Source: an optimization exercise on an open RTL-to-GDS flow (aim: small area and a short achievable clock period). Production flows keep margins and buffers that such runs may drop. RTL that was checked went through simulation tests only; none was proved equivalent to the original. Power figures rest on the tool's default switching activity, not on a simulated workload.

==> flow/design.v (excerpt) <==
module FIR(Dout,
           Din,
           clk,
           reset);
    output  [17:0]  Dout;
    input   [7:0]   Din;
    input           clk, reset;
    reg [7:0]  x1, x2n, x3, x4n, x5, x6n, x7;
    reg [15:0] S;
    wire       rn;       
    rinv ur (reset, rn);
    wire s1, c2;
    fa u2 (x2n[0], x4n[0], 1'b1, s1, c2);
    wire s3, c4;
    fa u4 (x2n[1], x4n[1], c2, s3, c4);
    wire s5, c6;
    fa u6 (x2n[2], x4n[2], c4, s5, c6);
    wire s7, c8;
    fa u8 (x2n[3], x4n[3], c6, s7, c8);
    wire s9, c10;
    fa u10 (x2n[4], x4n[4], c8, s9, c10);
    wire s11, c12;
    fa u12 (x2n[5], x4n[5], c10, s11, c12);
    wire s13, c14;
    fa u14 (x2n[6], x4n[6], c12, s13, c14);
    wire s15, c16;
    fa u16 (x2n[7], x4n[7], c14, s15, c16);
    wire n17 = ~x6n[0];
    wire n18 = ~x6n[1];
    wire n19 = ~x6n[2];
    wire n20 = ~x6n[3];
    wire n21 = ~x6n[4];
    wire n22 = ~x6n[5];
    wire n23 = ~x6n[6];
    wire n24 = ~x6n[7];
    wire n25 = ~s1;
    wire n26 = ~s3;
    wire n27 = ~s5;
    wire n28 = ~s7;
    wire n29 = ~s9;
    wire n30 = ~s11;
    wire n31 = ~s13;
    wire n32 = ~s15;
  ...
clock: 12.0 ns
lec_check: 0
abc_area: 1
cap_margin: 20
core_margin: 2
core_utilization: 40
setup_slack_margin: 5
slew_margin: 20
synth_hierarchical: 1
synth_minimum_keep_size: 0
standard.sh (not shown) runs the stock make flow with config.mk's settings and CLKGATE_MAP_FILE= SYNTH_SCRIPT=/design/flow/synth_recipe.tcl, a recipe that flattens the netlist after the stock synthesis.
==> flow/flow/run.sh <==
#!/bin/bash
# Own layout flow: the standard ORFS flow (standard.sh's make command and
# synthesis, unchanged), with these changes after synthesis:
#  - timing repair aims at a setup slack margin of $MARGIN ns,
#  - port buffers are buf_2 cells (ORFS's default pick is a delay cell),
#  - clock tree: clkbuf_8 buffers, larger sink clusters, no dummy loads.
# ORFS writes each tool's log under orfs/logs/; make's output goes to
# make_*.log in this folder.
set -euo pipefail
MARGIN=5
MAKELINE=$(grep '^make ' standard.sh | sed 's/"\${@:-finish}"//')
run_make() { eval "$MAKELINE"' "$@"'; }
run_make synth > make_synth.log 2>&1
run_make "SETUP_SLACK_MARGIN=$MARGIN" \
  "BUFFER_PORTS_ARGS=-buffer_cell sky130_fd_sc_hd__buf_2" \
  "CTS_ARGS=-sink_clustering_enable -repair_clock_nets -dont_use_dummy_load -buf_list sky130_fd_sc_hd__clkbuf_8 -sink_clustering_size 30 -sink_clustering_max_diameter 100" \
  finish > make_finish.log 2>&1
# everything is built: this only writes out/final.def from the final layout
bash standard.sh finish > make_def.log 2>&1
Rerun with:
--- a/flow/design.v
+++ b/flow/design.v
@@ -181,23 +181,22 @@
     wire s170, c171;
     fa u171 (c147, s168, Din[5], s170, c171);
     wire s172, c173;
     fa u173 (c149, n29, c151, s172, c173);
     wire s174, c175;
     fa u175 (s170, n30, c153, s174, c175);
     wire s176, c177;
     fa u177 (s172, c155, s174, s176, c177);
     wire s178, c179;
     fa u179 (c16, s176, c157, s178, c179);
-    wire s180, c181;
-    xnor1 x181 (s178, c159, s180);
-    or1 o181 (s178, c159, c181);
+    wire w180 = ~(s178 ^ c159);
+    wire w181 = s178 | c159;
     wire s182, c183;
     fa u183 (x1[5], x5[5], x3[5], s182, c183);
     wire s184, c185;
     fa u185 (x3[6], x7[7], n23, s184, c185);
     wire s186, c187;
     fa u187 (c161, c163, s182, s186, c187);
     wire s188, c189;
     fa u189 (s184, c165, s186, s188, c189);
     wire s190, c191;
     fa u191 (c167, s188, c169, s190, c191);
@@ -252,39 +251,34 @@
     fa u240 (c61, s72, c238, s239, c240);
     wire s241, c242;
     fa u242 (c73, s90, c240, s241, c242);
     wire s243, c244;
     ha u244 (s112, c242, s243, c244);
     wire s245, c246;
     ha u246 (s136, c244, s245, c246);
     wire s247, c248;
     ha u248 (s158, c246, s247, c248);
     wire s249, c250;
-    ha u250 (s180, c248, s249, c250);
+    ha u250 (w180, c248, s249, c250);
     wire s251, c252;
-    fa u252 (c181, s198, c250, s251, c252);
-    wire s253, c254;
-    xnor1 x254 (s214, c252, s253);
-    or1 o254 (s214, c252, c254);
-    wire s255, c256;
-    xnor1 x256 (s226, c254, s255);
-    or1 o256 (s226, c254, c256);
-    wire s257, c258;
-    xnor1 x258 (s232, c256, s257);
-    or1 o258 (s232, c256, c258);
-    wire s259, c260;
-    xnor1 x260 (s234, c258, s259);
-    or1 o260 (s234, c258, c260);
-    wire s261, c262;
-    xnor1 x262 (c235, c260, s261);
-    or1 o262 (c235, c260, c262);
-    wire [15:0] S_next = {s261, s259, s257, s255, s253, s251, s249, s247, s245, s243, s241, s239, s237, n236, s46, s42};
+    fa u252 (w181, s198, c250, s251, c252);
+    wire w253 = ~(s214 ^ c252);
+    wire w254 = s214 | c252;
+    wire w255 = ~(s226 ^ w254);
+    wire w256 = s226 | w254;
+    wire w257 = ~(s232 ^ w256);
+    wire w258 = s232 | w256;
+    wire w259 = ~(s234 ^ w258);
+    wire w260 = s234 | w258;
+    wire w261 = ~(c235 ^ w260);
+    wire w262 = c235 | w260;
+    wire [15:0] S_next = {w261, w259, w257, w255, w253, s251, s249, s247, s245, s243, s241, s239, s237, n236, s46, s42};
     always @(posedge clk) begin
         x1  <= Din & {8{rn}};
         x2n <= ~(x1 & {8{rn}});
         x3  <= ~(x2n | {8{reset}});
         x4n <= ~(x3 & {8{rn}});
         x5  <= ~(x4n | {8{reset}});
         x6n <= ~(x5 & {8{rn}});
         x7  <= ~(x6n | {8{reset}});
     end
     always @(posedge clk) begin
@@ -418,24 +412,18 @@
     wire o_w117 = o_s45 ^ o_w95;
     wire o_w118 = s[12] ^ o_w97;
     wire o_w119 = s[13] ^ o_w99;
     wire o_w120 = s[14] ^ o_w101;
     wire o_w121 = s[15] ^ o_w103;
     assign y = {o_w121, o_w120, o_w119, o_w118, o_w117, o_w116, o_w115, o_w114, o_w113, o_w112, o_w111, o_w110, o_w109, o_w108, o_w107, o_s25};
 endmodule
 module rinv(input r, output rn);
     assign rn = ~r;
 endmodule
-module xnor1(input a, input b, output y);
-    assign y = ~(a ^ b);
-endmodule
-module or1(input a, input b, output y);
-    assign y = a | b;
-endmodule
 module fa(input a, input b, input c, output s, output co);
     assign s = a ^ b ^ c;
     assign co = (a & b) | (a & c) | (b & c);
 endmodule
 module ha(input a, input b, output s, output co);
     assign s = a ^ b;
     assign co = a & b;
 endmodule
What happened: The changed run passed the timing, design-rule and antenna checks. Area after synthesis fell by 1.2%. Sequential power barely changes. Design area drops by 1.5%. Via count goes down by 5.6%. Clock-buffer cell count stays the same. Fmax stays flat. First-iteration DRC count came out lower by 13%. Routed wire length drops by 5.1%. Setup slack improves by 0.0038 ns. Hold slack improves by 0.0082 ns. Global-route usage rises by 0.19 points. Final cell count drops by 5.2%.
The RTL of the first run of this note was laid out without a check of its function.

The RTL this note starts from:
==> flow/design.v <==
module FIR(Dout,
           Din,
           clk,
           reset);
    output  [17:0]  Dout;
    input   [7:0]   Din;
    input           clk, reset;
    reg [7:0]  x1, x2, x3, x4, x5, x6, x7;
    reg [15:0] acc;
    wire [15:0] acc_next = 17*Din + 32*x1 + 46*x2 + 52*x3 + 46*x4 + 32*x5 + 17*x6 + 7*x7;
    always @(posedge clk) begin
        if (reset) begin
            x1 <= 0; x2 <= 0; x3 <= 0; x4 <= 0; x5 <= 0; x6 <= 0; x7 <= 0;
            acc <= 0;
        end else begin
            x1 <= Din; x2 <= x1; x3 <= x2; x4 <= x3; x5 <= x4; x6 <= x5; x7 <= x6;
            acc <= acc_next;
        end
    end
    assign Dout = {2'b00, acc + 16'd7*Din};
endmodule
==> flow/config.mk <==
export PLATFORM = sky130hd
export DESIGN_NAME = FIR
export DESIGN_NICKNAME = FIR
export VERILOG_FILES = /design/flow/design.v
export SDC_FILE = /design/flow/constraint.sdc
export NUM_CORES = 4
export LEC_CHECK = 0
export CAP_MARGIN = 20
export CORE_MARGIN = 2
export CORE_UTILIZATION = 40
export SLEW_MARGIN = 20
==> flow/constraint.sdc <==
create_clock -name core_clock -period 12.0 [get_ports {clk}]
set_input_delay 2.4000 -clock core_clock [delete_from_list [all_inputs] [get_ports {clk}]]
set_output_delay 2.4000 -clock core_clock [all_outputs]
set_load 0.01 [all_outputs]
run.sh (not shown) runs the stock make flow with config.mk's settings and CLKGATE_MAP_FILE= SYNTH_SCRIPT=/design/flow/synth_recipe.tcl, a recipe that flattens the netlist after the stock synthesis.
Stock flow here: none of the scripts above is used.
Change:
==> flow/design.v (replaced) <==
module FIR(Dout,
           Din,
           clk,
           reset);
    parameter b0 = 7;
    parameter b1 = 17;
    parameter b2 = 32;
    parameter b3 = 46;
    parameter b4 = 52;
    parameter b5 = 46;
    parameter b6 = 32;
    parameter b7 = 17;
    parameter b8 = 7;
    output	[17:0]	Dout;
    input 	[7:0] 	Din;
    input 		clk, reset;
    reg[17:0] cal_out[0:8];
    reg[7:0] shift_regs[0:7];
    integer reg_index;
    always @(posedge clk)
    begin
        for(reg_index = 0;reg_index < 8 ; reg_index = reg_index + 1)
        begin
            if (reset)
            begin
                shift_regs[reg_index] <= 'd0;
            end
            else
            begin
                if(reg_index == 0)
                    shift_regs[reg_index] <= Din;
                else
                    shift_regs[reg_index] <= shift_regs[reg_index-1];
            end
        end
    end
    assign Dout = (((Din * b0 + 'd0) + (shift_regs[0] * b1)) + (shift_regs[1] * b2) + (shift_regs[2] * b3)+(shift_regs[3]*b4)+
        (shift_regs[4]*b5)+(shift_regs[5]*b6) + (shift_regs[6]*b7) + (shift_regs[7]*b8));
endmodule
What happened: Clock power falls by about 2%. Power falls by 2.1%. Routed wire length falls by 12%. Sequential power falls by 20%. Area after synthesis falls by 4.4%. Design area falls by 3.6%. Final cell count falls by 5.4%. Register-to-register slack improves by 6500 ps.

-- what the ideal ports hide --
No port has a modelled driver above. Below, the same layouts with a new extraction and two added sets of constraints.
Step 1: set_driving_cell puts a clkbuf_16 on clk and a buf_2 on each other input, an assumption about the parent block.
Step 2 times the ports against the registers' clock, not the clock port: input delays grow and output delays shrink by t, the midpoint of the rising clock arrivals with the driver on.
a / b / c = ideal ports / drivers / drivers and shift; a / b = the first two.
run	t, ns	setup WS [ns]	worst setup path after step 2	latest minus earliest clock arrival (ns)	worst data-port slew with drivers (ns)
the first run of note 1	0.377	5.129 / 5.109 / 4.891	input to register	0.016 / 0.016	0.03
the second run of note 1	0.381	5.133 / 5.110 / 4.891	input to register	0.015 / 0.014	0.03
the first run of note 2	0.390	3.420 / 3.393 / 3.393	input to output	0.006 / 0.006	0.03
the second run of note 2	0.371	0.635 / 0.598 / 0.733	input to output	0.007 / 0.007	0.03
After both steps setup and hold are still met in every run listed. The setup slack of the second run of note 1, which loses most, moves by -0.023 ns with the drivers and by -0.242 ns with both steps.
